From an optimization exercise on the open Yosys and OpenROAD flow, aimed at small area; shortcuts taken in it are not production practice. Only simulation tests tie the RTL to the original design; equivalence was not proved. Power and IR drop assume default switching activity.

## design/flow/design.v

```verilog
module booth_sel
(
	input logic onen, twon, negn, nzn,
	input logic [7:0] w,
	output logic [8:0] p
);
	logic [7:0] tn;
	assign tn = w ^ {8{negn}};
	assign p[0] = ~((onen | tn[0]) & (twon | negn));
	genvar b;
	generate
		for (b = 1; b < 8; b = b + 1) begin : g_b
			assign p[b] = ~((onen | tn[b]) & (twon | tn[b-1]));
		end
	endgenerate
	assign p[8] = nzn | tn[7];
endmodule
module fa
(
	input logic a, b, ci,
	output logic s, co
);
	assign s = a ^ b ^ ci;
	assign co = (a & b) | (a & ci) | (b & ci);
endmodule
module fac
(
	input logic a, b,
	output logic s, co
);
	assign s = ~(a ^ b);
	assign co = a | b;
endmodule
module ha
(
	input logic a, b,
	output logic s, co
);
	assign s = a ^ b;
	assign co = a & b;
endmodule
module booth_enc
(
	input logic [31:0] a,
	output logic [47:0] e
);
	integer k, i;
	logic x2, x1, x0;
	always_comb begin
		for (k = 0; k < 4; k = k + 1) begin
			for (i = 0; i < 4; i = i + 1) begin
				x2 = a[8*k + 2*i + 1];
				x1 = a[8*k + 2*i];
				x0 = (i == 0) ? 1'b0 : a[8*k + 2*i - 1];
				e[4*k + i] = ~(x1 ^ x0);
				e[16 + 4*k + i] = ~((x2 & ~x1 & ~x0) | (~x2 & x1 & x0));
				e[32 + 4*k + i] = ~(x2 & ~(x1 & x0));
			end
		end
	end
endmodule
module negsum
(
	input logic [63:0] a,
	output logic [9:0] n
);
	integer k, i;
	logic x2, x1, x0;
	always_comb begin
		n = 10'd0;
		for (k = 0; k < 8; k = k + 1) begin
			for (i = 0; i < 4; i = i + 1) begin
				x2 = a[8*k + 2*i + 1];
				x1 = a[8*k + 2*i];
				x0 = (i == 0) ? 1'b0 : a[8*k + 2*i - 1];
				n = n + ({9'd0, x2 & ~(x1 & x0)} << (2*i));
			end
		end
	end
endmodule
module dot_lo
(
	input logic [15:0] onen, twon, negn, nzn,
	input logic [31:0] w,
	input logic [19:0] acc0,
	input logic [9:0] n,
	output logic [19:0] sa,
	output logic [13:0] sb,
	output logic sc
);
  wire [8:0] p0_0;
  booth_sel b0_0 (.onen(onen[0]), .twon(twon[0]), .negn(negn[0]), .nzn(nzn[0]), .w(w[0 +: 8]), .p(p0_0));
  wire [8:0] p0_1;
  booth_sel b0_1 (.onen(onen[1]), .twon(twon[1]), .negn(negn[1]), .nzn(nzn[1]), .w(w[0 +: 8]), .p(p0_1));
  wire [8:0] p0_2;
  booth_sel b0_2 (.onen(onen[2]), .twon(twon[2]), .negn(negn[2]), .nzn(nzn[2]), .w(w[0 +: 8]), .p(p0_2));
  wire [8:0] p0_3;
  booth_sel b0_3 (.onen(onen[3]), .twon(twon[3]), .negn(negn[3]), .nzn(nzn[3]), .w(w[0 +: 8]), .p(p0_3));
  wire [8:0] p1_0;
  booth_sel b1_0 (.onen(onen[4]), .twon(twon[4]), .negn(negn[4]), .nzn(nzn[4]), .w(w[8 +: 8]), .p(p1_0));
  wire [8:0] p1_1;
  booth_sel b1_1 (.onen(onen[5]), .twon(twon[5]), .negn(negn[5]), .nzn(nzn[5]), .w(w[8 +: 8]), .p(p1_1));
  wire [8:0] p1_2;
  booth_sel b1_2 (.onen(onen[6]), .twon(twon[6]), .negn(negn[6]), .nzn(nzn[6]), .w(w[8 +: 8]), .p(p1_2));
  wire [8:0] p1_3;
  booth_sel b1_3 (.onen(onen[7]), .twon(twon[7]), .negn(negn[7]), .nzn(nzn[7]), .w(w[8 +: 8]), .p(p1_3));
  wire [8:0] p2_0;
  booth_sel b2_0 (.onen(onen[8]), .twon(twon[8]), .negn(negn[8]), .nzn(nzn[8]), .w(w[16 +: 8]), .p(p2_0));
  wire [8:0] p2_1;
  booth_sel b2_1 (.onen(onen[9]), .twon(twon[9]), .negn(negn[9]), .nzn(nzn[9]), .w(w[16 +: 8]), .p(p2_1));
  wire [8:0] p2_2;
  booth_sel b2_2 (.onen(onen[10]), .twon(twon[10]), .negn(negn[10]), .nzn(nzn[10]), .w(w[16 +: 8]), .p(p2_2));
  wire [8:0] p2_3;
  booth_sel b2_3 (.onen(onen[11]), .twon(twon[11]), .negn(negn[11]), .nzn(nzn[11]), .w(w[16 +: 8]), .p(p2_3));
  wire [8:0] p3_0;
  booth_sel b3_0 (.onen(onen[12]), .twon(twon[12]), .negn(negn[12]), .nzn(nzn[12]), .w(w[24 +: 8]), .p(p3_0));
  wire [8:0] p3_1;
  booth_sel b3_1 (.onen(onen[13]), .twon(twon[13]), .negn(negn[13]), .nzn(nzn[13]), .w(w[24 +: 8]), .p(p3_1));
  wire [8:0] p3_2;
  booth_sel b3_2 (.onen(onen[14]), .twon(twon[14]), .negn(negn[14]), .nzn(nzn[14]), .w(w[24 +: 8]), .p(p3_2));
  wire [8:0] p3_3;
  booth_sel b3_3 (.onen(onen[15]), .twon(twon[15]), .negn(negn[15]), .nzn(nzn[15]), .w(w[24 +: 8]), .p(p3_3));
  wire ks1, kc1;
  fac k1 (.a(p0_2[7]), .b(p0_3[5]), .s(ks1), .co(kc1));
  wire ks2, kc2;
  fac k2 (.a(p0_2[8]), .b(p0_3[6]), .s(ks2), .co(kc2));
  wire ks3, kc3;
  fac k3 (.a(p0_3[8]), .b(p1_3[8]), .s(ks3), .co(kc3));
  wire i16_0 = ~acc0[16];
  wire i18_0 = ~acc0[18];
  wire ks4, kc4;
  fac k4 (.a(acc0[18]), .b(acc0[19]), .s(ks4), .co(kc4));
  wire s1, c1;
  fa f1 (.a(n[4]), .b(p0_0[4]), .ci(p0_1[2]), .s(s1), .co(c1));
  wire s2, c2;
  fa f2 (.a(n[5]), .b(p0_0[5]), .ci(p0_1[3]), .s(s2), .co(c2));
  wire s3, c3;
  fa f3 (.a(n[6]), .b(p0_0[6]), .ci(p0_1[4]), .s(s3), .co(c3));
  wire s4, c4;
  fa f4 (.a(p0_2[2]), .b(p0_3[0]), .ci(p1_0[6]), .s(s4), .co(c4));
  wire s5, c5;
  fa f5 (.a(p1_1[4]), .b(p1_2[2]), .ci(p1_3[0]), .s(s5), .co(c5));
  wire s6, c6;
  fa f6 (.a(n[7]), .b(p0_0[7]), .ci(p0_1[5]), .s(s6), .co(c6));
  wire s7, c7;
  fa f7 (.a(p0_2[3]), .b(p0_3[1]), .ci(p1_0[7]), .s(s7), .co(c7));
  wire s8, c8;
  fa f8 (.a(p1_1[5]), .b(p1_2[3]), .ci(p1_3[1]), .s(s8), .co(c8));
  wire s9, c9;
  fa f9 (.a(p2_0[7]), .b(p2_1[5]), .ci(p2_2[3]), .s(s9), .co(c9));
  wire s10, c10;
  fa f10 (.a(n[8]), .b(p0_0[8]), .ci(p0_1[6]), .s(s10), .co(c10));
  wire s11, c11;
  fa f11 (.a(p0_2[4]), .b(p0_3[2]), .ci(p1_0[8]), .s(s11), .co(c11));
  wire s12, c12;
  fa f12 (.a(p1_1[6]), .b(p1_2[4]), .ci(p1_3[2]), .s(s12), .co(c12));
  wire s13, c13;
  fa f13 (.a(p2_0[8]), .b(p2_1[6]), .ci(p2_2[4]), .s(s13), .co(c13));
  wire s14, c14;
  fa f14 (.a(p2_3[2]), .b(p3_0[8]), .ci(p3_1[6]), .s(s14), .co(c14));
  wire s15, c15;
  fa f15 (.a(n[9]), .b(p0_1[7]), .ci(p0_2[5]), .s(s15), .co(c15));
  wire s16, c16;
  fa f16 (.a(p0_3[3]), .b(p1_1[7]), .ci(p1_2[5]), .s(s16), .co(c16));
  wire s17, c17;
  fa f17 (.a(p1_3[3]), .b(p2_1[7]), .ci(p2_2[5]), .s(s17), .co(c17));
  wire s18, c18;
  fa f18 (.a(p0_1[8]), .b(p0_2[6]), .ci(p0_3[4]), .s(s18), .co(c18));
  wire s19, c19;
  fa f19 (.a(p1_1[8]), .b(p1_2[6]), .ci(p1_3[4]), .s(s19), .co(c19));
  wire s20, c20;
  fa f20 (.a(n[2]), .b(p0_0[2]), .ci(p0_1[0]), .s(s20), .co(c20));
  wire s21, c21;
  fa f21 (.a(n[3]), .b(p0_0[3]), .ci(p0_1[1]), .s(s21), .co(c21));
  wire s22, c22;
  fa f22 (.a(p0_2[0]), .b(p1_0[4]), .ci(p1_1[2]), .s(s22), .co(c22));
  wire s23, c23;
  fa f23 (.a(p1_2[0]), .b(p2_0[4]), .ci(p2_1[2]), .s(s23), .co(c23));
  wire s24, c24;
  fa f24 (.a(p0_2[1]), .b(p1_0[5]), .ci(p1_1[3]), .s(s24), .co(c24));
  wire s25, c25;
  fa f25 (.a(p1_2[1]), .b(p2_0[5]), .ci(p2_1[3]), .s(s25), .co(c25));
  wire s26, c26;
  fa f26 (.a(p2_2[1]), .b(p3_0[5]), .ci(p3_1[3]), .s(s26), .co(c26));
  wire s27, c27;
  fa f27 (.a(p2_0[6]), .b(p2_1[4]), .ci(p2_2[2]), .s(s27), .co(c27));
  wire s28, c28;
  fa f28 (.a(p2_3[0]), .b(p3_0[6]), .ci(p3_1[4]), .s(s28), .co(c28));
  wire s29, c29;
  fa f29 (.a(p3_2[2]), .b(p3_3[0]), .ci(acc0[6]), .s(s29), .co(c29));
  wire s30, c30;
  fa f30 (.a(c2), .b(s3), .ci(s4), .s(s30), .co(c30));
  wire s31, c31;
  fa f31 (.a(p2_3[1]), .b(p3_0[7]), .ci(p3_1[5]), .s(s31), .co(c31));
  wire s32, c32;
  fa f32 (.a(p3_2[3]), .b(p3_3[1]), .ci(acc0[7]), .s(s32), .co(c32));
  wire s33, c33;
  fa f33 (.a(c3), .b(c4), .ci(c5), .s(s33), .co(c33));
  wire s34, c34;
  fa f34 (.a(s6), .b(s7), .ci(s8), .s(s34), .co(c34));
  wire s35, c35;
  fa f35 (.a(p3_2[4]), .b(p3_3[2]), .ci(acc0[8]), .s(s35), .co(c35));
  wire s36, c36;
  fa f36 (.a(c6), .b(c7), .ci(c8), .s(s36), .co(c36));
  wire s37, c37;
  fa f37 (.a(c9), .b(s10), .ci(s11), .s(s37), .co(c37));
  wire s38, c38;
  fa f38 (.a(s12), .b(s13), .ci(s14), .s(s38), .co(c38));
  wire s39, c39;
  fa f39 (.a(p2_3[3]), .b(p3_1[7]), .ci(p3_2[5]), .s(s39), .co(c39));
  wire s40, c40;
  fa f40 (.a(p3_3[3]), .b(acc0[9]), .ci(c10), .s(s40), .co(c40));
  wire s41, c41;
  fa f41 (.a(c11), .b(c12), .ci(c13), .s(s41), .co(c41));
  wire s42, c42;
  fa f42 (.a(c14), .b(s15), .ci(s16), .s(s42), .co(c42));
  wire s43, c43;
  fa f43 (.a(p2_1[8]), .b(p2_2[6]), .ci(p2_3[4]), .s(s43), .co(c43));
  wire s44, c44;
  fa f44 (.a(p3_1[8]), .b(p3_2[6]), .ci(p3_3[4]), .s(s44), .co(c44));
  wire s45, c45;
  fa f45 (.a(acc0[10]), .b(c15), .ci(c16), .s(s45), .co(c45));
  wire s46, c46;
  fa f46 (.a(c17), .b(s18), .ci(s19), .s(s46), .co(c46));
  wire s47, c47;
  fa f47 (.a(p1_2[7]), .b(p1_3[5]), .ci(p2_2[7]), .s(s47), .co(c47));
  wire s48, c48;
  fa f48 (.a(p2_3[5]), .b(p3_2[7]), .ci(p3_3[5]), .s(s48), .co(c48));
  wire s49, c49;
  fa f49 (.a(ks1), .b(acc0[11]), .ci(c18), .s(s49), .co(c49));
  wire s50, c50;
  fa f50 (.a(p1_2[8]), .b(p1_3[6]), .ci(p2_2[8]), .s(s50), .co(c50));
  wire s51, c51;
  fa f51 (.a(p2_3[6]), .b(p3_2[8]), .ci(p3_3[6]), .s(s51), .co(c51));
  wire s52, c52;
  fa f52 (.a(p1_0[2]), .b(p1_1[0]), .ci(p2_0[2]), .s(s52), .co(c52));
  wire s53, c53;
  fa f53 (.a(p1_0[3]), .b(p1_1[1]), .ci(p2_0[3]), .s(s53), .co(c53));
  wire s54, c54;
  fa f54 (.a(p2_1[1]), .b(p3_0[3]), .ci(p3_1[1]), .s(s54), .co(c54));
  wire s55, c55;
  fa f55 (.a(p2_2[0]), .b(p3_0[4]), .ci(p3_1[2]), .s(s55), .co(c55));
  wire s56, c56;
  fa f56 (.a(p3_2[0]), .b(acc0[4]), .ci(c21), .s(s56), .co(c56));
  wire s57, c57;
  fa f57 (.a(s1), .b(s22), .ci(s23), .s(s57), .co(c57));
  wire s58, c58;
  fa f58 (.a(p3_2[1]), .b(acc0[5]), .ci(c1), .s(s58), .co(c58));
  wire s59, c59;
  fa f59 (.a(c22), .b(c23), .ci(s2), .s(s59), .co(c59));
  wire s60, c60;
  fa f60 (.a(s24), .b(s25), .ci(s26), .s(s60), .co(c60));
  wire s61, c61;
  fa f61 (.a(c24), .b(c25), .ci(c26), .s(s61), .co(c61));
  wire s62, c62;
  fa f62 (.a(s27), .b(s28), .ci(s5), .s(s62), .co(c62));
  wire hs5, hc5;
  ha h5 (.a(s29), .b(s30), .s(hs5), .co(hc5));
  wire s63, c63;
  fa f63 (.a(c27), .b(c28), .ci(s31), .s(s63), .co(c63));
  wire s64, c64;
  fa f64 (.a(s9), .b(c29), .ci(s32), .s(s64), .co(c64));
  wire s65, c65;
  fa f65 (.a(c30), .b(s33), .ci(s34), .s(s65), .co(c65));
  wire s66, c66;
  fa f66 (.a(c31), .b(c32), .ci(s35), .s(s66), .co(c66));
  wire s67, c67;
  fa f67 (.a(c33), .b(c34), .ci(s36), .s(s67), .co(c67));
  wire hs6, hc6;
  ha h6 (.a(s37), .b(s38), .s(hs6), .co(hc6));
  wire s68, c68;
  fa f68 (.a(s17), .b(s39), .ci(c35), .s(s68), .co(c68));
  wire s69, c69;
  fa f69 (.a(c36), .b(s40), .ci(c37), .s(s69), .co(c69));
  wire s70, c70;
  fa f70 (.a(c38), .b(s41), .ci(s42), .s(s70), .co(c70));
  wire s71, c71;
  fa f71 (.a(c39), .b(s43), .ci(s44), .s(s71), .co(c71));
  wire s72, c72;
  fa f72 (.a(c40), .b(c41), .ci(c42), .s(s72), .co(c72));
  wire hs7, hc7;
  ha h7 (.a(s45), .b(s46), .s(hs7), .co(hc7));
  wire s73, c73;
  fa f73 (.a(c19), .b(c43), .ci(c44), .s(s73), .co(c73));
  wire s74, c74;
  fa f74 (.a(s47), .b(s48), .ci(c45), .s(s74), .co(c74));
  wire hs8, hc8;
  ha h8 (.a(s49), .b(c46), .s(hs8), .co(hc8));
  wire s75, c75;
  fa f75 (.a(kc1), .b(ks2), .ci(acc0[12]), .s(s75), .co(c75));
  wire s76, c76;
  fa f76 (.a(c47), .b(c48), .ci(s50), .s(s76), .co(c76));
  wire hs9, hc9;
  ha h9 (.a(s51), .b(c49), .s(hs9), .co(hc9));
  wire s77, c77;
  fa f77 (.a(p0_3[7]), .b(p1_3[7]), .ci(p2_3[7]), .s(s77), .co(c77));
  wire s78, c78;
  fa f78 (.a(p3_3[7]), .b(kc2), .ci(acc0[13]), .s(s78), .co(c78));
  wire hs10, hc10;
  ha h10 (.a(c50), .b(c51), .s(hs10), .co(hc10));
  wire s79, c79;
  fa f79 (.a(p2_3[8]), .b(p3_3[8]), .ci(ks3), .s(s79), .co(c79));
  wire s80, c80;
  fa f80 (.a(n[0]), .b(p0_0[0]), .ci(p1_0[0]), .s(s80), .co(c80));
  wire s81, c81;
  fa f81 (.a(n[1]), .b(p0_0[1]), .ci(p1_0[1]), .s(s81), .co(c81));
  wire s82, c82;
  fa f82 (.a(p2_0[1]), .b(p3_0[1]), .ci(acc0[1]), .s(s82), .co(c82));
  wire s83, c83;
  fa f83 (.a(p2_1[0]), .b(p3_0[2]), .ci(p3_1[0]), .s(s83), .co(c83));
  wire s84, c84;
  fa f84 (.a(acc0[2]), .b(s20), .ci(s52), .s(s84), .co(c84));
  wire s85, c85;
  fa f85 (.a(acc0[3]), .b(c20), .ci(c52), .s(s85), .co(c85));
  wire s86, c86;
  fa f86 (.a(s21), .b(s53), .ci(s54), .s(s86), .co(c86));
  wire s87, c87;
  fa f87 (.a(c53), .b(c54), .ci(s55), .s(s87), .co(c87));
  wire hs11, hc11;
  ha h11 (.a(s56), .b(s57), .s(hs11), .co(hc11));
  wire s88, c88;
  fa f88 (.a(c55), .b(c56), .ci(s58), .s(s88), .co(c88));
  wire s89, c89;
  fa f89 (.a(c57), .b(s59), .ci(s60), .s(s89), .co(c89));
  wire s90, c90;
  fa f90 (.a(c58), .b(c59), .ci(c60), .s(s90), .co(c90));
  wire s91, c91;
  fa f91 (.a(s61), .b(s62), .ci(hs5), .s(s91), .co(c91));
  wire s92, c92;
  fa f92 (.a(c61), .b(c62), .ci(s63), .s(s92), .co(c92));
  wire s93, c93;
  fa f93 (.a(s64), .b(hc5), .ci(s65), .s(s93), .co(c93));
  wire s94, c94;
  fa f94 (.a(c63), .b(c64), .ci(s66), .s(s94), .co(c94));
  wire s95, c95;
  fa f95 (.a(hs6), .b(c65), .ci(s67), .s(s95), .co(c95));
  wire s96, c96;
  fa f96 (.a(s68), .b(c66), .ci(c67), .s(s96), .co(c96));
  wire s97, c97;
  fa f97 (.a(hc6), .b(s69), .ci(s70), .s(s97), .co(c97));
  wire s98, c98;
  fa f98 (.a(s71), .b(c68), .ci(c69), .s(s98), .co(c98));
  wire s99, c99;
  fa f99 (.a(hs7), .b(s72), .ci(c70), .s(s99), .co(c99));
  wire s100, c100;
  fa f100 (.a(c71), .b(s73), .ci(hs8), .s(s100), .co(c100));
  wire s101, c101;
  fa f101 (.a(s74), .b(c72), .ci(hc7), .s(s101), .co(c101));
  wire s102, c102;
  fa f102 (.a(c73), .b(s75), .ci(s76), .s(s102), .co(c102));
  wire s103, c103;
  fa f103 (.a(hs9), .b(c74), .ci(hc8), .s(s103), .co(c103));
  wire s104, c104;
  fa f104 (.a(s77), .b(hs10), .ci(c75), .s(s104), .co(c104));
  wire s105, c105;
  fa f105 (.a(s78), .b(c76), .ci(hc9), .s(s105), .co(c105));
  wire s106, c106;
  fa f106 (.a(acc0[14]), .b(c77), .ci(hc10), .s(s106), .co(c106));
  wire hs12, hc12;
  ha h12 (.a(c78), .b(s79), .s(hs12), .co(hc12));
  wire s107, c107;
  fa f107 (.a(kc3), .b(acc0[15]), .ci(c79), .s(s107), .co(c107));
  wire s108, c108;
  fa f108 (.a(p2_0[0]), .b(p3_0[0]), .ci(acc0[0]), .s(s108), .co(c108));
  wire s109, c109;
  fa f109 (.a(c80), .b(s81), .ci(s82), .s(s109), .co(c109));
  wire s110, c110;
  fa f110 (.a(c81), .b(s83), .ci(c82), .s(s110), .co(c110));
  wire s111, c111;
  fa f111 (.a(c83), .b(c84), .ci(s85), .s(s111), .co(c111));
  wire s112, c112;
  fa f112 (.a(c85), .b(c86), .ci(s87), .s(s112), .co(c112));
  wire s113, c113;
  fa f113 (.a(c87), .b(hc11), .ci(s88), .s(s113), .co(c113));
  wire s114, c114;
  fa f114 (.a(c88), .b(c89), .ci(s90), .s(s114), .co(c114));
  wire s115, c115;
  fa f115 (.a(c90), .b(s92), .ci(c91), .s(s115), .co(c115));
  wire s116, c116;
  fa f116 (.a(c92), .b(s94), .ci(c93), .s(s116), .co(c116));
  wire s117, c117;
  fa f117 (.a(c94), .b(s96), .ci(c95), .s(s117), .co(c117));
  wire s118, c118;
  fa f118 (.a(c96), .b(s98), .ci(c97), .s(s118), .co(c118));
  wire s119, c119;
  fa f119 (.a(s100), .b(c98), .ci(c99), .s(s119), .co(c119));
  wire s120, c120;
  fa f120 (.a(s102), .b(c100), .ci(c101), .s(s120), .co(c120));
  wire s121, c121;
  fa f121 (.a(s104), .b(c102), .ci(s105), .s(s121), .co(c121));
  wire s122, c122;
  fa f122 (.a(hs12), .b(c104), .ci(s106), .s(s122), .co(c122));
  wire s123, c123;
  fa f123 (.a(hc12), .b(c106), .ci(s107), .s(s123), .co(c123));
  wire s124, c124;
  fa f124 (.a(s84), .b(s110), .ci(c109), .s(s124), .co(c124));
  wire s125, c125;
  fa f125 (.a(s86), .b(c110), .ci(s111), .s(s125), .co(c125));
  wire s126, c126;
  fa f126 (.a(c111), .b(hs11), .ci(s112), .s(s126), .co(c126));
  wire s127, c127;
  fa f127 (.a(c112), .b(s89), .ci(s113), .s(s127), .co(c127));
  wire s128, c128;
  fa f128 (.a(c113), .b(s91), .ci(s114), .s(s128), .co(c128));
  wire s129, c129;
  fa f129 (.a(c114), .b(s93), .ci(s115), .s(s129), .co(c129));
  wire s130, c130;
  fa f130 (.a(s95), .b(c115), .ci(s116), .s(s130), .co(c130));
  wire s131, c131;
  fa f131 (.a(s97), .b(c116), .ci(s117), .s(s131), .co(c131));
  wire s132, c132;
  fa f132 (.a(s99), .b(c117), .ci(s118), .s(s132), .co(c132));
  wire s133, c133;
  fa f133 (.a(s101), .b(c118), .ci(s119), .s(s133), .co(c133));
  wire s134, c134;
  fa f134 (.a(s103), .b(s120), .ci(c119), .s(s134), .co(c134));
  wire s135, c135;
  fa f135 (.a(c103), .b(s121), .ci(c120), .s(s135), .co(c135));
  wire s136, c136;
  fa f136 (.a(c105), .b(s122), .ci(c121), .s(s136), .co(c136));
  wire hs13, hc13;
  ha h13 (.a(c122), .b(s123), .s(hs13), .co(hc13));
  wire s137, c137;
  fa f137 (.a(i16_0), .b(c107), .ci(c123), .s(s137), .co(c137));
  wire hs14, hc14;
  ha h14 (.a(acc0[16]), .b(acc0[17]), .s(hs14), .co(hc14));
  wire rs15, rc15;
  ha r15 (.a(i18_0), .b(hc14), .s(rs15), .co(rc15));
  wire rs16, rc16;
  ha r16 (.a(ks4), .b(rc15), .s(rs16), .co(rc16));
  wire rs17, rc17;
  ha r17 (.a(s80), .b(s108), .s(rs17), .co(rc17));
  wire s138, c138;
  fa f138 (.a(c108), .b(rc17), .ci(s109), .s(s138), .co(c138));
  wire rs18, rc18;
  ha r18 (.a(c138), .b(s124), .s(rs18), .co(rc18));
  wire s139, c139;
  fa f139 (.a(c124), .b(s125), .ci(rc18), .s(s139), .co(c139));
  assign sa = {rs16, rs15, c137, hc13, c136, c135, c134, c133, c132, c131, c130, c129, c128, c127, c126, c125, s139, rs18, s138, rs17};
  assign sb = {hs14, s137, hs13, s136, s135, s134, s133, s132, s131, s130, s129, s128, s127, s126};
  assign sc = c139;
endmodule
module dot_hi
(
	input logic [15:0] onen, twon, negn, nzn,
	input logic [31:0] w,
	input logic [19:0] acc0,
	input logic [13:0] acc1,
	input logic [0:0] acc2,
	output logic [19:0] sa,
	output logic [11:0] sb,
	output logic sc
);
  wire [8:0] p0_0;
  booth_sel b0_0 (.onen(onen[0]), .twon(twon[0]), .negn(negn[0]), .nzn(nzn[0]), .w(w[0 +: 8]), .p(p0_0));
  wire [8:0] p0_1;
  booth_sel b0_1 (.onen(onen[1]), .twon(twon[1]), .negn(negn[1]), .nzn(nzn[1]), .w(w[0 +: 8]), .p(p0_1));
  wire [8:0] p0_2;
  booth_sel b0_2 (.onen(onen[2]), .twon(twon[2]), .negn(negn[2]), .nzn(nzn[2]), .w(w[0 +: 8]), .p(p0_2));
  wire [8:0] p0_3;
  booth_sel b0_3 (.onen(onen[3]), .twon(twon[3]), .negn(negn[3]), .nzn(nzn[3]), .w(w[0 +: 8]), .p(p0_3));
  wire [8:0] p1_0;
  booth_sel b1_0 (.onen(onen[4]), .twon(twon[4]), .negn(negn[4]), .nzn(nzn[4]), .w(w[8 +: 8]), .p(p1_0));
  wire [8:0] p1_1;
  booth_sel b1_1 (.onen(onen[5]), .twon(twon[5]), .negn(negn[5]), .nzn(nzn[5]), .w(w[8 +: 8]), .p(p1_1));
  wire [8:0] p1_2;
  booth_sel b1_2 (.onen(onen[6]), .twon(twon[6]), .negn(negn[6]), .nzn(nzn[6]), .w(w[8 +: 8]), .p(p1_2));
  wire [8:0] p1_3;
  booth_sel b1_3 (.onen(onen[7]), .twon(twon[7]), .negn(negn[7]), .nzn(nzn[7]), .w(w[8 +: 8]), .p(p1_3));
  wire [8:0] p2_0;
  booth_sel b2_0 (.onen(onen[8]), .twon(twon[8]), .negn(negn[8]), .nzn(nzn[8]), .w(w[16 +: 8]), .p(p2_0));
  wire [8:0] p2_1;
  booth_sel b2_1 (.onen(onen[9]), .twon(twon[9]), .negn(negn[9]), .nzn(nzn[9]), .w(w[16 +: 8]), .p(p2_1));
  wire [8:0] p2_2;
  booth_sel b2_2 (.onen(onen[10]), .twon(twon[10]), .negn(negn[10]), .nzn(nzn[10]), .w(w[16 +: 8]), .p(p2_2));
  wire [8:0] p2_3;
  booth_sel b2_3 (.onen(onen[11]), .twon(twon[11]), .negn(negn[11]), .nzn(nzn[11]), .w(w[16 +: 8]), .p(p2_3));
  wire [8:0] p3_0;
  booth_sel b3_0 (.onen(onen[12]), .twon(twon[12]), .negn(negn[12]), .nzn(nzn[12]), .w(w[24 +: 8]), .p(p3_0));
  wire [8:0] p3_1;
  booth_sel b3_1 (.onen(onen[13]), .twon(twon[13]), .negn(negn[13]), .nzn(nzn[13]), .w(w[24 +: 8]), .p(p3_1));
  wire [8:0] p3_2;
  booth_sel b3_2 (.onen(onen[14]), .twon(twon[14]), .negn(negn[14]), .nzn(nzn[14]), .w(w[24 +: 8]), .p(p3_2));
  wire [8:0] p3_3;
  booth_sel b3_3 (.onen(onen[15]), .twon(twon[15]), .negn(negn[15]), .nzn(nzn[15]), .w(w[24 +: 8]), .p(p3_3));
  wire s1, c1;
  fa f1 (.a(acc0[4]), .b(acc1[0]), .ci(acc2[0]), .s(s1), .co(c1));
  wire s2, c2;
  fa f2 (.a(acc0[5]), .b(acc1[1]), .ci(p0_0[5]), .s(s2), .co(c2));
  wire s3, c3;
  fa f3 (.a(acc0[6]), .b(acc1[2]), .ci(p0_0[6]), .s(s3), .co(c3));
  wire s4, c4;
  fa f4 (.a(p0_1[4]), .b(p0_2[2]), .ci(p0_3[0]), .s(s4), .co(c4));
  wire s5, c5;
  fa f5 (.a(p1_0[6]), .b(p1_1[4]), .ci(p1_2[2]), .s(s5), .co(c5));
  wire s6, c6;
  fa f6 (.a(acc0[7]), .b(acc1[3]), .ci(p0_0[7]), .s(s6), .co(c6));
  wire s7, c7;
  fa f7 (.a(p0_1[5]), .b(p0_2[3]), .ci(p0_3[1]), .s(s7), .co(c7));
  wire s8, c8;
  fa f8 (.a(p1_0[7]), .b(p1_1[5]), .ci(p1_2[3]), .s(s8), .co(c8));
  wire s9, c9;
  fa f9 (.a(p1_3[1]), .b(p2_0[7]), .ci(p2_1[5]), .s(s9), .co(c9));
  wire s10, c10;
  fa f10 (.a(acc0[8]), .b(acc1[4]), .ci(p0_0[8]), .s(s10), .co(c10));
  wire s11, c11;
  fa f11 (.a(p0_1[6]), .b(p0_2[4]), .ci(p0_3[2]), .s(s11), .co(c11));
  wire s12, c12;
  fa f12 (.a(p1_0[8]), .b(p1_1[6]), .ci(p1_2[4]), .s(s12), .co(c12));
  wire s13, c13;
  fa f13 (.a(p1_3[2]), .b(p2_0[8]), .ci(p2_1[6]), .s(s13), .co(c13));
  wire s14, c14;
  fa f14 (.a(p2_2[4]), .b(p2_3[2]), .ci(p3_0[8]), .s(s14), .co(c14));
  wire s15, c15;
  fa f15 (.a(acc0[9]), .b(acc1[5]), .ci(p0_1[7]), .s(s15), .co(c15));
  wire s16, c16;
  fa f16 (.a(p0_2[5]), .b(p0_3[3]), .ci(p1_1[7]), .s(s16), .co(c16));
  wire s17, c17;
  fa f17 (.a(p1_2[5]), .b(p1_3[3]), .ci(p2_1[7]), .s(s17), .co(c17));
  wire s18, c18;
  fa f18 (.a(acc0[10]), .b(acc1[6]), .ci(p0_1[8]), .s(s18), .co(c18));
  wire s19, c19;
  fa f19 (.a(p0_2[6]), .b(p0_3[4]), .ci(p1_1[8]), .s(s19), .co(c19));
  wire s20, c20;
  fa f20 (.a(p0_0[4]), .b(p0_1[2]), .ci(p0_2[0]), .s(s20), .co(c20));
  wire s21, c21;
  fa f21 (.a(p1_0[4]), .b(p1_1[2]), .ci(p1_2[0]), .s(s21), .co(c21));
  wire s22, c22;
  fa f22 (.a(p0_1[3]), .b(p0_2[1]), .ci(p1_0[5]), .s(s22), .co(c22));
  wire s23, c23;
  fa f23 (.a(p1_1[3]), .b(p1_2[1]), .ci(p2_0[5]), .s(s23), .co(c23));
  wire s24, c24;
  fa f24 (.a(p2_1[3]), .b(p2_2[1]), .ci(p3_0[5]), .s(s24), .co(c24));
  wire s25, c25;
  fa f25 (.a(p1_3[0]), .b(p2_0[6]), .ci(p2_1[4]), .s(s25), .co(c25));
  wire s26, c26;
  fa f26 (.a(p2_2[2]), .b(p2_3[0]), .ci(p3_0[6]), .s(s26), .co(c26));
  wire s27, c27;
  fa f27 (.a(p3_1[4]), .b(p3_2[2]), .ci(p3_3[0]), .s(s27), .co(c27));
  wire s28, c28;
  fa f28 (.a(c2), .b(s3), .ci(s4), .s(s28), .co(c28));
  wire s29, c29;
  fa f29 (.a(p2_2[3]), .b(p2_3[1]), .ci(p3_0[7]), .s(s29), .co(c29));
  wire s30, c30;
  fa f30 (.a(p3_1[5]), .b(p3_2[3]), .ci(p3_3[1]), .s(s30), .co(c30));
  wire s31, c31;
  fa f31 (.a(c3), .b(c4), .ci(c5), .s(s31), .co(c31));
  wire s32, c32;
  fa f32 (.a(s6), .b(s7), .ci(s8), .s(s32), .co(c32));
  wire s33, c33;
  fa f33 (.a(p3_1[6]), .b(p3_2[4]), .ci(p3_3[2]), .s(s33), .co(c33));
  wire s34, c34;
  fa f34 (.a(c6), .b(c7), .ci(c8), .s(s34), .co(c34));
  wire s35, c35;
  fa f35 (.a(c9), .b(s10), .ci(s11), .s(s35), .co(c35));
  wire s36, c36;
  fa f36 (.a(s12), .b(s13), .ci(s14), .s(s36), .co(c36));
  wire s37, c37;
  fa f37 (.a(p2_2[5]), .b(p2_3[3]), .ci(p3_1[7]), .s(s37), .co(c37));
  wire s38, c38;
  fa f38 (.a(p3_2[5]), .b(p3_3[3]), .ci(c10), .s(s38), .co(c38));
  wire s39, c39;
  fa f39 (.a(c11), .b(c12), .ci(c13), .s(s39), .co(c39));
  wire s40, c40;
  fa f40 (.a(c14), .b(s15), .ci(s16), .s(s40), .co(c40));
  wire s41, c41;
  fa f41 (.a(p1_2[6]), .b(p1_3[4]), .ci(p2_1[8]), .s(s41), .co(c41));
  wire s42, c42;
  fa f42 (.a(p2_2[6]), .b(p2_3[4]), .ci(p3_1[8]), .s(s42), .co(c42));
  wire s43, c43;
  fa f43 (.a(p3_2[6]), .b(p3_3[4]), .ci(c15), .s(s43), .co(c43));
  wire s44, c44;
  fa f44 (.a(c16), .b(c17), .ci(s18), .s(s44), .co(c44));
  wire s45, c45;
  fa f45 (.a(acc0[11]), .b(acc1[7]), .ci(p0_2[7]), .s(s45), .co(c45));
  wire s46, c46;
  fa f46 (.a(p0_3[5]), .b(p1_2[7]), .ci(p1_3[5]), .s(s46), .co(c46));
  wire s47, c47;
  fa f47 (.a(p2_2[7]), .b(p2_3[5]), .ci(p3_2[7]), .s(s47), .co(c47));
  wire s48, c48;
  fa f48 (.a(p3_3[5]), .b(c18), .ci(c19), .s(s48), .co(c48));
  wire s49, c49;
  fa f49 (.a(acc0[12]), .b(acc1[8]), .ci(p0_2[8]), .s(s49), .co(c49));
  wire s50, c50;
  fa f50 (.a(p0_3[6]), .b(p1_2[8]), .ci(p1_3[6]), .s(s50), .co(c50));
  wire s51, c51;
  fa f51 (.a(p2_2[8]), .b(p2_3[6]), .ci(p3_2[8]), .s(s51), .co(c51));
  wire s52, c52;
  fa f52 (.a(acc0[2]), .b(p0_0[2]), .ci(p0_1[0]), .s(s52), .co(c52));
  wire s53, c53;
  fa f53 (.a(p1_0[2]), .b(p1_1[0]), .ci(p2_0[2]), .s(s53), .co(c53));
  wire s54, c54;
  fa f54 (.a(acc0[3]), .b(p0_0[3]), .ci(p0_1[1]), .s(s54), .co(c54));
  wire s55, c55;
  fa f55 (.a(p1_0[3]), .b(p1_1[1]), .ci(p2_0[3]), .s(s55), .co(c55));
  wire s56, c56;
  fa f56 (.a(p2_1[1]), .b(p3_0[3]), .ci(p3_1[1]), .s(s56), .co(c56));
  wire s57, c57;
  fa f57 (.a(p2_0[4]), .b(p2_1[2]), .ci(p2_2[0]), .s(s57), .co(c57));
  wire s58, c58;
  fa f58 (.a(p3_0[4]), .b(p3_1[2]), .ci(p3_2[0]), .s(s58), .co(c58));
  wire s59, c59;
  fa f59 (.a(s1), .b(s20), .ci(s21), .s(s59), .co(c59));
  wire s60, c60;
  fa f60 (.a(p3_1[3]), .b(p3_2[1]), .ci(c1), .s(s60), .co(c60));
  wire s61, c61;
  fa f61 (.a(c20), .b(c21), .ci(s2), .s(s61), .co(c61));
  wire s62, c62;
  fa f62 (.a(s22), .b(s23), .ci(s24), .s(s62), .co(c62));
  wire s63, c63;
  fa f63 (.a(c22), .b(c23), .ci(c24), .s(s63), .co(c63));
  wire s64, c64;
  fa f64 (.a(s25), .b(s26), .ci(s27), .s(s64), .co(c64));
  wire hs1, hc1;
  ha h1 (.a(s5), .b(s28), .s(hs1), .co(hc1));
  wire s65, c65;
  fa f65 (.a(c25), .b(c26), .ci(c27), .s(s65), .co(c65));
  wire s66, c66;
  fa f66 (.a(s29), .b(s30), .ci(s9), .s(s66), .co(c66));
  wire s67, c67;
  fa f67 (.a(c28), .b(s31), .ci(s32), .s(s67), .co(c67));
  wire s68, c68;
  fa f68 (.a(c29), .b(c30), .ci(s33), .s(s68), .co(c68));
  wire s69, c69;
  fa f69 (.a(c31), .b(c32), .ci(s34), .s(s69), .co(c69));
  wire hs2, hc2;
  ha h2 (.a(s35), .b(s36), .s(hs2), .co(hc2));
  wire s70, c70;
  fa f70 (.a(c33), .b(s17), .ci(s37), .s(s70), .co(c70));
  wire s71, c71;
  fa f71 (.a(c34), .b(s38), .ci(c35), .s(s71), .co(c71));
  wire s72, c72;
  fa f72 (.a(c36), .b(s39), .ci(s40), .s(s72), .co(c72));
  wire s73, c73;
  fa f73 (.a(c37), .b(s19), .ci(s41), .s(s73), .co(c73));
  wire s74, c74;
  fa f74 (.a(s42), .b(c38), .ci(c39), .s(s74), .co(c74));
  wire s75, c75;
  fa f75 (.a(s43), .b(c40), .ci(s44), .s(s75), .co(c75));
  wire s76, c76;
  fa f76 (.a(c41), .b(c42), .ci(s45), .s(s76), .co(c76));
  wire s77, c77;
  fa f77 (.a(s46), .b(s47), .ci(c43), .s(s77), .co(c77));
  wire hs3, hc3;
  ha h3 (.a(c44), .b(s48), .s(hs3), .co(hc3));
  wire s78, c78;
  fa f78 (.a(p3_3[6]), .b(c45), .ci(c46), .s(s78), .co(c78));
  wire s79, c79;
  fa f79 (.a(c47), .b(s49), .ci(s50), .s(s79), .co(c79));
  wire hs4, hc4;
  ha h4 (.a(s51), .b(c48), .s(hs4), .co(hc4));
  wire s80, c80;
  fa f80 (.a(acc0[13]), .b(acc1[9]), .ci(p0_3[7]), .s(s80), .co(c80));
  wire s81, c81;
  fa f81 (.a(p1_3[7]), .b(p2_3[7]), .ci(p3_3[7]), .s(s81), .co(c81));
  wire s82, c82;
  fa f82 (.a(c49), .b(c50), .ci(c51), .s(s82), .co(c82));
  wire s83, c83;
  fa f83 (.a(acc0[14]), .b(acc1[10]), .ci(p0_3[8]), .s(s83), .co(c83));
  wire s84, c84;
  fa f84 (.a(p1_3[8]), .b(p2_3[8]), .ci(p3_3[8]), .s(s84), .co(c84));
  wire s85, c85;
  fa f85 (.a(acc0[0]), .b(p0_0[0]), .ci(p1_0[0]), .s(s85), .co(c85));
  wire s86, c86;
  fa f86 (.a(acc0[1]), .b(p0_0[1]), .ci(p1_0[1]), .s(s86), .co(c86));
  wire s87, c87;
  fa f87 (.a(p2_1[0]), .b(p3_0[2]), .ci(p3_1[0]), .s(s87), .co(c87));
  wire s88, c88;
  fa f88 (.a(c52), .b(c53), .ci(s54), .s(s88), .co(c88));
  wire s89, c89;
  fa f89 (.a(c54), .b(c55), .ci(c56), .s(s89), .co(c89));
  wire s90, c90;
  fa f90 (.a(s57), .b(s58), .ci(s59), .s(s90), .co(c90));
  wire s91, c91;
  fa f91 (.a(c57), .b(c58), .ci(s60), .s(s91), .co(c91));
  wire s92, c92;
  fa f92 (.a(c59), .b(s61), .ci(s62), .s(s92), .co(c92));
  wire s93, c93;
  fa f93 (.a(c60), .b(c61), .ci(c62), .s(s93), .co(c93));
  wire s94, c94;
  fa f94 (.a(s63), .b(s64), .ci(hs1), .s(s94), .co(c94));
  wire s95, c95;
  fa f95 (.a(c63), .b(c64), .ci(s65), .s(s95), .co(c95));
  wire s96, c96;
  fa f96 (.a(s66), .b(hc1), .ci(s67), .s(s96), .co(c96));
  wire s97, c97;
  fa f97 (.a(c65), .b(c66), .ci(s68), .s(s97), .co(c97));
  wire s98, c98;
  fa f98 (.a(hs2), .b(c67), .ci(s69), .s(s98), .co(c98));
  wire s99, c99;
  fa f99 (.a(c68), .b(s70), .ci(c69), .s(s99), .co(c99));
  wire s100, c100;
  fa f100 (.a(hc2), .b(s71), .ci(s72), .s(s100), .co(c100));
  wire s101, c101;
  fa f101 (.a(c70), .b(s73), .ci(c71), .s(s101), .co(c101));
  wire s102, c102;
  fa f102 (.a(s74), .b(c72), .ci(s75), .s(s102), .co(c102));
  wire s103, c103;
  fa f103 (.a(c73), .b(s76), .ci(c74), .s(s103), .co(c103));
  wire s104, c104;
  fa f104 (.a(hs3), .b(s77), .ci(c75), .s(s104), .co(c104));
  wire s105, c105;
  fa f105 (.a(c76), .b(s78), .ci(s79), .s(s105), .co(c105));
  wire s106, c106;
  fa f106 (.a(hs4), .b(c77), .ci(hc3), .s(s106), .co(c106));
  wire s107, c107;
  fa f107 (.a(s80), .b(s81), .ci(c78), .s(s107), .co(c107));
  wire s108, c108;
  fa f108 (.a(c79), .b(s82), .ci(hc4), .s(s108), .co(c108));
  wire s109, c109;
  fa f109 (.a(c80), .b(c81), .ci(s83), .s(s109), .co(c109));
  wire hs5, hc5;
  ha h5 (.a(s84), .b(c82), .s(hs5), .co(hc5));
  wire s110, c110;
  fa f110 (.a(acc0[15]), .b(acc1[11]), .ci(c83), .s(s110), .co(c110));
  wire s111, c111;
  fa f111 (.a(p2_0[1]), .b(p3_0[1]), .ci(c85), .s(s111), .co(c111));
  wire s112, c112;
  fa f112 (.a(c86), .b(s52), .ci(s53), .s(s112), .co(c112));
  wire s113, c113;
  fa f113 (.a(c87), .b(s55), .ci(s56), .s(s113), .co(c113));
  wire s114, c114;
  fa f114 (.a(c88), .b(s89), .ci(s90), .s(s114), .co(c114));
  wire s115, c115;
  fa f115 (.a(c89), .b(s91), .ci(c90), .s(s115), .co(c115));
  wire s116, c116;
  fa f116 (.a(c91), .b(s93), .ci(c92), .s(s116), .co(c116));
  wire s117, c117;
  fa f117 (.a(c93), .b(s95), .ci(c94), .s(s117), .co(c117));
  wire s118, c118;
  fa f118 (.a(c95), .b(s97), .ci(c96), .s(s118), .co(c118));
  wire s119, c119;
  fa f119 (.a(c97), .b(s99), .ci(c98), .s(s119), .co(c119));
  wire s120, c120;
  fa f120 (.a(c99), .b(s101), .ci(c100), .s(s120), .co(c120));
  wire s121, c121;
  fa f121 (.a(s103), .b(c101), .ci(s104), .s(s121), .co(c121));
  wire s122, c122;
  fa f122 (.a(s105), .b(c103), .ci(c104), .s(s122), .co(c122));
  wire s123, c123;
  fa f123 (.a(s107), .b(c105), .ci(s108), .s(s123), .co(c123));
  wire s124, c124;
  fa f124 (.a(s109), .b(hs5), .ci(c107), .s(s124), .co(c124));
  wire s125, c125;
  fa f125 (.a(c84), .b(c109), .ci(s110), .s(s125), .co(c125));
  wire s126, c126;
  fa f126 (.a(acc0[16]), .b(acc1[12]), .ci(c110), .s(s126), .co(c126));
  wire s127, c127;
  fa f127 (.a(p2_0[0]), .b(p3_0[0]), .ci(s85), .s(s127), .co(c127));
  wire hs6, hc6;
  ha h6 (.a(s86), .b(s111), .s(hs6), .co(hc6));
  wire s128, c128;
  fa f128 (.a(s87), .b(c111), .ci(s112), .s(s128), .co(c128));
  wire s129, c129;
  fa f129 (.a(c112), .b(s88), .ci(s113), .s(s129), .co(c129));
  wire hs7, hc7;
  ha h7 (.a(c113), .b(s114), .s(hs7), .co(hc7));
  wire s130, c130;
  fa f130 (.a(s92), .b(c114), .ci(s115), .s(s130), .co(c130));
  wire s131, c131;
  fa f131 (.a(s94), .b(c115), .ci(s116), .s(s131), .co(c131));
  wire s132, c132;
  fa f132 (.a(c116), .b(s96), .ci(s117), .s(s132), .co(c132));
  wire s133, c133;
  fa f133 (.a(s98), .b(c117), .ci(s118), .s(s133), .co(c133));
  wire s134, c134;
  fa f134 (.a(s100), .b(c118), .ci(s119), .s(s134), .co(c134));
  wire s135, c135;
  fa f135 (.a(s102), .b(c119), .ci(s120), .s(s135), .co(c135));
  wire s136, c136;
  fa f136 (.a(c102), .b(c120), .ci(s121), .s(s136), .co(c136));
  wire s137, c137;
  fa f137 (.a(s106), .b(c121), .ci(s122), .s(s137), .co(c137));
  wire s138, c138;
  fa f138 (.a(c106), .b(s123), .ci(c122), .s(s138), .co(c138));
  wire s139, c139;
  fa f139 (.a(c108), .b(s124), .ci(c123), .s(s139), .co(c139));
  wire s140, c140;
  fa f140 (.a(hc5), .b(s125), .ci(c124), .s(s140), .co(c140));
  wire hs8, hc8;
  ha h8 (.a(c125), .b(s126), .s(hs8), .co(hc8));
  wire s141, c141;
  fa f141 (.a(acc0[17]), .b(acc1[13]), .ci(c126), .s(s141), .co(c141));
  wire rs9, rc9;
  ha r9 (.a(hc8), .b(s141), .s(rs9), .co(rc9));
  wire s142, c142;
  fa f142 (.a(acc0[18]), .b(c141), .ci(rc9), .s(s142), .co(c142));
  wire rs10, rc10;
  ha r10 (.a(acc0[19]), .b(c142), .s(rs10), .co(rc10));
  wire rs11, rc11;
  ha r11 (.a(c127), .b(hs6), .s(rs11), .co(rc11));
  wire s143, c143;
  fa f143 (.a(hc6), .b(rc11), .ci(s128), .s(s143), .co(c143));
  wire s144, c144;
  fa f144 (.a(c128), .b(s129), .ci(c143), .s(s144), .co(c144));
  wire s145, c145;
  fa f145 (.a(c129), .b(hs7), .ci(c144), .s(s145), .co(c145));
  assign sa = {rs10, s142, rs9, c140, c139, c138, c137, c136, c135, c134, c133, c132, c131, c130, hc7, s145, s144, s143, rs11, s127};
  assign sb = {hs8, s140, s139, s138, s137, s136, s135, s134, s133, s132, s131, s130};
  assign sc = c145;
endmodule
module cpa20
(
	input logic [19:0] a,
	input logic [11:0] b,
	input logic ci,
	output logic [19:0] s
);
  wire [19:0] r, g;
  assign s[4:0] = a[4:0];
  fa f5 (.a(a[5]), .b(b[0]), .ci(ci), .s(r[5]), .co(g[5]));
  fa f6 (.a(a[6]), .b(b[1]), .ci(g[5]), .s(r[6]), .co(g[6]));
  fa f7 (.a(a[7]), .b(b[2]), .ci(g[6]), .s(r[7]), .co(g[7]));
  fa f8 (.a(a[8]), .b(b[3]), .ci(g[7]), .s(r[8]), .co(g[8]));
  fa f9 (.a(a[9]), .b(b[4]), .ci(g[8]), .s(r[9]), .co(g[9]));
  fa f10 (.a(a[10]), .b(b[5]), .ci(g[9]), .s(r[10]), .co(g[10]));
  fa f11 (.a(a[11]), .b(b[6]), .ci(g[10]), .s(r[11]), .co(g[11]));
  assign s[11:5] = r[11:5];
  wire c1 = g[11];
  ha h12 (.a(a[12]), .b(b[7]), .s(r[12]), .co(g[12]));
  fa f13 (.a(a[13]), .b(b[8]), .ci(g[12]), .s(r[13]), .co(g[13]));
  fa f14 (.a(a[14]), .b(b[9]), .ci(g[13]), .s(r[14]), .co(g[14]));
  fa f15 (.a(a[15]), .b(b[10]), .ci(g[14]), .s(r[15]), .co(g[15]));
  fa f16 (.a(a[16]), .b(b[11]), .ci(g[15]), .s(r[16]), .co(g[16]));
  ha h17 (.a(a[17]), .b(g[16]), .s(r[17]), .co(g[17]));
  ha h18 (.a(a[18]), .b(g[17]), .s(r[18]), .co(g[18]));
  wire [7:0] p1;
  assign p1[0] = 1'b1;
  assign p1[1] = p1[0] & r[12];
  assign s[12] = r[12] ^ (c1 & p1[0]);
  assign p1[2] = p1[1] & r[13];
  assign s[13] = r[13] ^ (c1 & p1[1]);
  assign p1[3] = p1[2] & r[14];
  assign s[14] = r[14] ^ (c1 & p1[2]);
  assign p1[4] = p1[3] & r[15];
  assign s[15] = r[15] ^ (c1 & p1[3]);
  assign p1[5] = p1[4] & r[16];
  assign s[16] = r[16] ^ (c1 & p1[4]);
  assign p1[6] = p1[5] & r[17];
  assign s[17] = r[17] ^ (c1 & p1[5]);
  assign p1[7] = p1[6] & r[18];
  assign s[18] = r[18] ^ (c1 & p1[6]);
  wire c2 = g[18] | (c1 & p1[7]);
  assign r[19] = a[19];
  assign g[19] = 1'b0;
  wire [1:0] p2;
  assign p2[0] = 1'b1;
  assign p2[1] = p2[0] & r[19];
  assign s[19] = r[19] ^ (c2 & p2[0]);
endmodule
module multiply_matrix
(
    input clk,
    input load,
	input load_w,
	input [159:0] c,
    input [63:0] a,
	input [63:0] b,
    output logic [159:0] out
);
	logic [63:0] w [0:7];
	logic [63:0] a1;
	logic [31:0] a2;
	logic [47:0] e2, e3;
	logic [9:0] n2;
	logic [159:0] s0a, s1a;
	logic [111:0] s0b;
	logic [95:0] s1b;
	logic [7:0] s0c, s1c;
	logic [159:0] s [2:7];
	logic [47:0] e_lo, e_hi;
	logic [9:0] n1;
	booth_enc enc_lo (.a(a1[31:0]), .e(e_lo));
	booth_enc enc_hi (.a(a2), .e(e_hi));
	negsum ns (.a(a1), .n(n1));
	logic [15:0] nzn2, nzn3;
	assign nzn2 = e2[15:0] & e2[31:16];
	assign nzn3 = e3[15:0] & e3[31:16];
	logic [159:0] t0a, t1a, sum;
	logic [111:0] t0b;
	logic [95:0] t1b;
	logic [7:0] t0c, t1c;
	genvar j;
	generate
		for (j = 0; j < 8; j = j + 1) begin : g_dot
			dot_lo dl (.onen(e2[15:0]), .twon(e2[31:16]), .negn(e2[47:32]), .nzn(nzn2), .w(w[j][31:0]),
				.acc0(c[20*j +: 20]), .n(n2),
				.sa(t0a[20*j +: 20]), .sb(t0b[14*j +: 14]), .sc(t0c[j]));
			dot_hi dh (.onen(e3[15:0]), .twon(e3[31:16]), .negn(e3[47:32]), .nzn(nzn3), .w(w[j][63:32]),
				.acc0(s0a[20*j +: 20]), .acc1(s0b[14*j +: 14]), .acc2(s0c[j]),
				.sa(t1a[20*j +: 20]), .sb(t1b[12*j +: 12]), .sc(t1c[j]));
			cpa20 ad (.a(s1a[20*j +: 20]), .b(s1b[12*j +: 12]), .ci(s1c[j]), .s(sum[20*j +: 20]));
		end
	endgenerate
	integer i;
	always @(posedge clk) begin
		if (load_w) begin
			w[0] <= b;
			for (i = 1; i < 8; i = i + 1)
				w[i] <= w[i-1];
		end
		if (load) begin
			a1 <= a;
			e2 <= e_lo;
			n2 <= n1;
			a2 <= a1[63:32];
			e3 <= e_hi;
			s0a <= t0a;
			s0b <= t0b;
			s0c <= t0c;
			s1a <= t1a;
			s1b <= t1b;
			s1c <= t1c;
			s[2] <= sum;
			for (i = 3; i < 8; i = i + 1)
				s[i] <= s[i-1];
		end
	end
	assign out = s[7];
endmodule
```

## design/flow/flow/run.sh

```bash
#!/bin/bash
# Layout: the standard flow (standard.sh, unchanged synthesis and steps),
# with the input and output port buffers made of sky130_fd_sc_hd__buf_1.
set -euo pipefail
export BUFFER_PORTS_ARGS="-buffer_cell sky130_fd_sc_hd__buf_1"
bash standard.sh > standard_flow.log 2>&1
```

## design/flow/standard.sh

```bash
#!/bin/bash
# synth_recipe.tcl (not shown) runs the flow's synth.tcl, then flattens the netlist and writes it again
# the make line also repeats each setting of config.mk as NAME=value (left out here)
make -C /OpenROAD-flow-scripts/flow DESIGN_CONFIG=/design/flow/config.mk WORK_HOME=/design/flow/orfs CLKGATE_MAP_FILE= SYNTH_SCRIPT=/design/flow/synth_recipe.tcl "${@:-finish}"
```

## design/flow/config.mk

```make
export PLATFORM = sky130hd
export DESIGN_NAME = multiply_matrix
export DESIGN_NICKNAME = multiply_matrix
export VERILOG_FILES = /design/flow/design.v
export SDC_FILE = /design/flow/constraint.sdc
export NUM_CORES = 8
export LEC_CHECK = 0
export CAP_MARGIN = 20
export CORE_MARGIN = 2
export CORE_UTILIZATION = 50
export CTS_BUF_LIST = sky130_fd_sc_hd__clkbuf_8 sky130_fd_sc_hd__clkbuf_16
export CTS_CLUSTER_DIAMETER = 60
export CTS_CLUSTER_SIZE = 20
export PLACE_DENSITY = 0.65
export SLEW_MARGIN = 20
export SYNTH_HIERARCHICAL = 1
```

## design/flow/constraint.sdc

```tcl
create_clock -name core_clock -period 5.0 [get_ports {clk}]
set_input_delay 1.0000 -clock core_clock [delete_from_list [all_inputs] [get_ports {clk}]]
set_output_delay 1.0000 -clock core_clock [all_outputs]
set_load 0.01 [all_outputs]
```

==> impl_metrics.json, run 1 <==
{
  "grt_usage": 0.3428,
  "ant_nets": 0,
  "holdWs_ps": 183.2,
  "hp-start": "b[32]",
  "setup_tns_ps": 0,
  "drt_iter0_markers": 13080,
  "total_leakage_power_nw": 63.50,
  "core_area_um2": 324000,
  "hold_path_class": "in -> reg",
  "place_area_um2": 165400,
  "drive_gt1_frac": 0.07554,
  "slew_headroom": 0.2343,
  "finalCritPeriodShare": 0.9722,
  "postSynthCellCount": 11160,
  "max_freq_ghz": 0.2057,
  "r2r_slack_ps": 140,
  "cts.hold.buffers_added": 0,
  "grt_pass1_wl_mm": 783.9,
  "synth_nets": 14140,
  "cp.arrival_ps": 5580,
  "place_hpwl_mm": 431.3,
  "syn_to_final_growth_pct": 6.702,
  "end_kind": "flop",
  "fillers": 26540,
  "finalHoldViolCount": 0,
  "initial_core_util": 0.5021,
  "path_class": "reg -> reg",
  "setup_violations": 0,
  "grt_pass1_vias": 100200,
  "crit_path_max_incr_delay_ps": 680,
  "antenna_found_initial": 42,
  "syn_avg_cell_area_um2": 14.58,
  "layout_common_cells": "fa_1 (2377), edfxtp_1 (2218), xor2_1 (2064)",
  "numPortBuffers": 450,
  "postCtsSetupBuffers": 0,
  "wl_mm": 564.5,
  "crit_path_cell_trace": "buf_12, xor2_1, buf_4, o22ai_1, fa_1, fa_1, fa_1, fa_1, fa_1, fa_1",
  "yosys_warnings": 13,
  "clk_pin_slew_worst_paths_ps": 80,
  "timing.rr.end": "s1b[39]",
  "crit_slowest_cell": "xor2_1",
  "max-vdd-ir-drop_uv": 1341,
  "fin_area_um2": 173600,
  "reg2reg_depth": 10,
  "p_per_area_nw_per_um2": 871.2,
  "wl_per_cell_um": 36.59,
  "die_w_um": 574.4,
  "critical-path-top-delay-family": "adder cells",
  "r2r-start": "e3[32]",
  "clock_path_buffers": 4,
  "dr.pass1.iters": 25,
  "via_count": 96840,
  "path_buf_inv": 2,
  "drc_errors": 0,
  "clock-root-buffer": "clkbuf_16",
  "dieArea_um2": 330000,
  "numClockSinks": 2218,
  "die_h_um": 574.4,
  "cts_tree": "built",
  "finalPower_w": 0.1512,
  "grt_max_degree": 190,
  "synth_area_um2": 162700,
  "cts_buffers": 228,
  "ios": 451,
  "insertion_delay_ps": 980,
  "avgViaCountPerCell": 6.277,
  "cts_resized": 0,
  "rsz0062_at_grt": "no",
  "htreeDepth": 4,
  "tightest_slew_ps": 1149,
  "num_rows": 209,
  "layout_commonest_cell": "fa_1",
  "layout.nets": 13840,
  "required_ps": 5720,
  "crit_top_cell": "fa_1",
  "whs_path_depth": 1,
  "hold_end": "w[0][32]",
  "gp_congestion": 1.022,
  "grt_overflow": 0,
  "drv_slew": 0,
  "cp_max_fo": 28,
  "clock_skew_ps": 69.59,
  "startpoint_type": "flop",
  "post-route-min-period_ps": 4861,
  "maxCapViolations": 0,
  "status": "finished clean"
}
-- flip-flops by register name, indices dropped and copies added (netlist names), 10 cells and up --
name,flops
s0a,160
e3,48
s0b,112
s1a,160
a2,32
n2,10
a1,64
s,960
w,512
e2,48
s1b,96
-- how the worst max path moves through the flow --
stage	start	end	slack, ps	cells after the start
final	e3[32]	s1b[39]	140	10
after CTS	e3[32]	s1b[63]	260	9
after global placement	e3[32]	s1b[63]	220	9
after floorplan	e3[36]	s1b[17]	760	10
after detailed placement	e3[32]	s1b[63]	240	9
after global routing	e3[32]	s1b[63]	110	9
-- stage by stage --
step | std cells | util | setup slack (ps)
2_1_floorplan | 11160 | - | 761.7
3_3_place_gp | 14960 | 0.5104 | 222.8
3_5_place_dp | 14960 | 0.5105 | 245.0
4_1_cts | 15370 | 0.5353 | 264.4
5_1_grt | 15390 | 0.5355 | 106.2
6_report | 15430 | 0.5358 | 138.8
-- power by group --
group | switching [W] | total, W | internal [W]
Clock | 0.00901 | 0.0183 | 0.00930
Sequential | 0.00399 | 0.0388 | 0.0348
Combinational | 0.0536 | 0.0941 | 0.0405
-- worst reg2reg max path, delay by kind of cell, from the launching register on --
family / cells / cell delay, ps
flops: 1 / 390
fa+ha+maj: 6 / 2950
xor+xnor: 1 / 710
buf+inv: 2 / 530
compound gates: 1 / 80
-- final cells by class --
type,instances,area [um^2],area share
sequential,2218,66600,0.3837
antenna,61,152.6,0.0008793
clock buffer,228,5705,0.03287
multi-input combinational,7342,85810,0.4944
inverter,199,747.0,0.004303
clock inverter,178,2346,0.01351
tap,4325,5411,0.03117
timing repair buffer,876,6809,0.03922
-- layer usage --
metal,track usage,vias up,share of wire
li1,-,38690,-
met1,0.4781,50220,0.40
met2,0.4697,6731,0.41
met3,0.1414,1176,0.14
met4,0.1481,26,0.051
met5,0.003013,-,0.00050
==> run 2, diff against run 1 <==
--- a/design/flow/config.mk
+++ b/design/flow/config.mk
@@ -8,9 +8,9 @@
 export CAP_MARGIN = 20
 export CORE_MARGIN = 2
-export CORE_UTILIZATION = 50
+export CORE_UTILIZATION = 60
 export CTS_BUF_LIST = sky130_fd_sc_hd__clkbuf_8 sky130_fd_sc_hd__clkbuf_16
 export CTS_CLUSTER_DIAMETER = 60
 export CTS_CLUSTER_SIZE = 20
-export PLACE_DENSITY = 0.65
+export PLACE_DENSITY = 0.72
 export SLEW_MARGIN = 20
 export SYNTH_HIERARCHICAL = 1
==> impl_metrics.json, run 2 <==
{
  "status": "finished clean",
  "reg_top3": "s: 960 flops, w: 512 flops",
  "critical-path-top-delay-family": "adder cells",
  "dp.cells": 14190,
  "startpoint_type": "flop",
  "layout.nets": 13790,
  "instances_no_fill": 14550,
  "synth_nets": 14140,
  "drive_gt1_frac": 0.06714,
  "clock_path_buffers": 4,
  "path_buf_inv": 1,
  "postSynthCellCount": 11160,
  "layout_common_cells": "fa_1 (2377), edfxtp_1 (2218), xor2_1 (2064)",
  "yosys_warnings": 13,
  "path_class": "reg -> reg",
  "syn_to_final_growth_pct": 5.011,
  "power_frac_clock": 0.104,
  "max_freq_ghz": 0.2024,
  "p_seq_frac": 0.258,
  "numClockSinks": 2218,
  "grt_pass1_vias": 101100,
  "cts_resized": 0,
  "via_count": 97600,
  "numPortBuffers": 450,
  "drc_errors": 0,
  "route.met2.wl_mm": 223.2,
  "crit_top_cell": "fa_1",
  "setup_violations": 0,
  "place_area_um2": 164200,
  "htreeDepth": 4,
  "postCtsSetupBuffers": 0,
  "end_kind": "flop",
  "wl_met3_mm": 77.18,
  "largest_reg_flops": 960,
  "finalHoldViolCount": 0,
  "clock_skew_ps": 58.20,
  "ios": 451,
  "layout_commonest_cell": "fa_1",
  "top_register": "s",
  "max-vdd-ir-drop_uv": 1233,
  "wl_mm": 541.8,
  "setup_tns_ps": 0,
  "avgViaCountPerCell": 6.708,
  "dr.pass1.iters": 8,
  "cts_tree": "built",
  "p_per_area_nw_per_um2": 881.7,
  "initial_core_util": 0.6019,
  "syn_avg_cell_area_um2": 14.58,
  "clk_pin_slew_worst_paths_ps": 90,
  "maxCapViolations": 0,
  "hold_path_class": "in -> reg",
  "cp.arrival_ps": 5610,
  "grt_usage": 0.3957,
  "p_int_w": 0.08394,
  "p_comb_frac": 0.638,
  "crit_path_max_incr_delay_ps": 780,
  "grt_max_degree": 153,
  "cp_max_fo": 31,
  "num_rows": 191,
  "highest_layer": "met5",
  "drv_slew": 0,
  "finalPower_w": 0.1506,
  "p_switching_w": 0.06668,
  "total_leakage_power_nw": 62.63,
  "cts_buffers": 192,
  "finalCritPeriodShare": 0.9883,
  "antenna_found_initial": 41,
  "crit_slowest_cell": "xor2_1",
  "core_area_um2": 270300,
  "grt_overflow": 0,
  "insertion_delay_ps": 940,
  "required_ps": 5670,
  "rsz0062_at_grt": "no",
  "met1_length_mm": 209.4,
  "clock-root-buffer": "clkbuf_16",
  "die_h_um": 524.7,
  "wl_per_cell_um": 37.24,
  "post-route-min-period_ps": 4942,
  "synth_area_um2": 162700,
  "slew_headroom": 0.1991,
  "die_w_um": 524.7,
  "tightest_slew_ps": 1201,
  "grt_pass1_wl_mm": 760.7,
  "ant_nets": 0,
  "drt_iter0_markers": 13700,
  "crit_path_cell_trace": "buf_12, xor2_1, o22ai_1, fa_1, fa_1, fa_1, ha_1, ha_1, fa_1, ha_1",
  "fin_area_um2": 170800,
  "gp_congestion": 1.050,
  "swShare": 0.4427,
  "place_hpwl_mm": 412.3,
  "cts.hold.buffers_added": 0,
  "dieArea_um2": 275300
}
[run 2: cell types whose count changed in the layout (fill, tap and decap cells not counted), moves of 4 or more]
| cell | delta |
|---|---|
| clkinv_8 | -11 |
| diode_2 | -13 |
| clkinv_4 | -4 |
| inv_6 | -11 |
| inv_16 | +8 |
| inv_12 | -20 |
| clkbuf_16 | -34 |
| buf_12 | -8 |
| inv_8 | -8 |
| buf_4 | -12 |
[run 2: final timing paths]
| kind | from | endpoint | slack [ps] | cells past startpoint |
|---|---|---|---|---|
| worst max-delay path | e3[35] | s1a[19] | 60 | 10 |
| worst min-delay path | a[29] | a1[29] | 230 | 1 |
| worst max register to register | e3[35] | s1a[19] | 60 | 10 |
| worst min register to register | s[5][28] | s[6][28] | 410 | 0 |
[run 2: layout make-up]
class                           instances  area, um^2
Fill cell                           19900       99450
Multi-Input combinational cell       7342       85820
Sequential cell                      2218       66600
Timing Repair Buffer                  856        6559
Clock buffer                          194        4855
Tap cell                             3570        4467
Clock inverter                        124        1669
Inverter                              199       747.0
Antenna cell                           48       120.1
[run 2: worst register-to-register path: stages, from the launching register on]
cell      delay [ps]
edfxtp_1         370
buf_12           270
xor2_1           870
o22ai_1          600
fa_1             570
fa_1             460
fa_1             470
ha_1             230
ha_1             210
fa_1             370
ha_1             280
[run 2: routing by layer]
metal	global-route usage	vias to the layer above
li1	-	38450
met4	0.1930	16
met2	0.5451	7192
met1	0.5474	50600
met5	0.001732	-
met3	0.1581	1344
[run 2: power by group through the flow]
stage               Combinational [W]  Clock [W]  Sequential (W)
floorplan                      0.0925          0          0.0373
global placement               0.0904          0          0.0388
detailed placement             0.0938          0          0.0390
CTS                            0.0943     0.0160          0.0387
global route                    0.105     0.0166          0.0392
finish                         0.0960     0.0157          0.0388
[run 2: through the flow]
step             util  setup WS (ps)  hold WS (ps)
3_5_place_dp   0.6075          301.8         404.5
3_3_place_gp   0.6075          184.4         400.1
4_1_cts        0.6316          239.5         200.2
6_report       0.6321          58.42         233.8
5_1_grt        0.6318          25.63         240.3
2_1_floorplan       -          761.7         400.3

-- afterwards: timing with drivers on the ports --
The flow's constraints put no driver on any port. The routed layouts listed below were extracted and timed again, unchanged, in two steps. Step 1 sets driving cells, clkbuf_16 on the clock port and buf_2 on the other inputs (assumed; they add their load-dependent delay and slew). Step 2 also shifts input and output timing later by t, the mid clock arrival at the registers, as if the neighbouring blocks saw the same clock. Slacks: ideal / step 1 / step 2; pairs: ideal / step 1.
run	t, ns	slack for setup (ns)	hold WS [ns]	worst setup path at the end
run 1	1.054	0.139 / 0.139 / 0.139	0.183 / 0.102 / 0.386	register to register
run 2	1.015	0.058 / 0.058 / 0.058	0.234 / 0.147 / 0.413	register to register
After both steps every run listed still meets setup and hold.
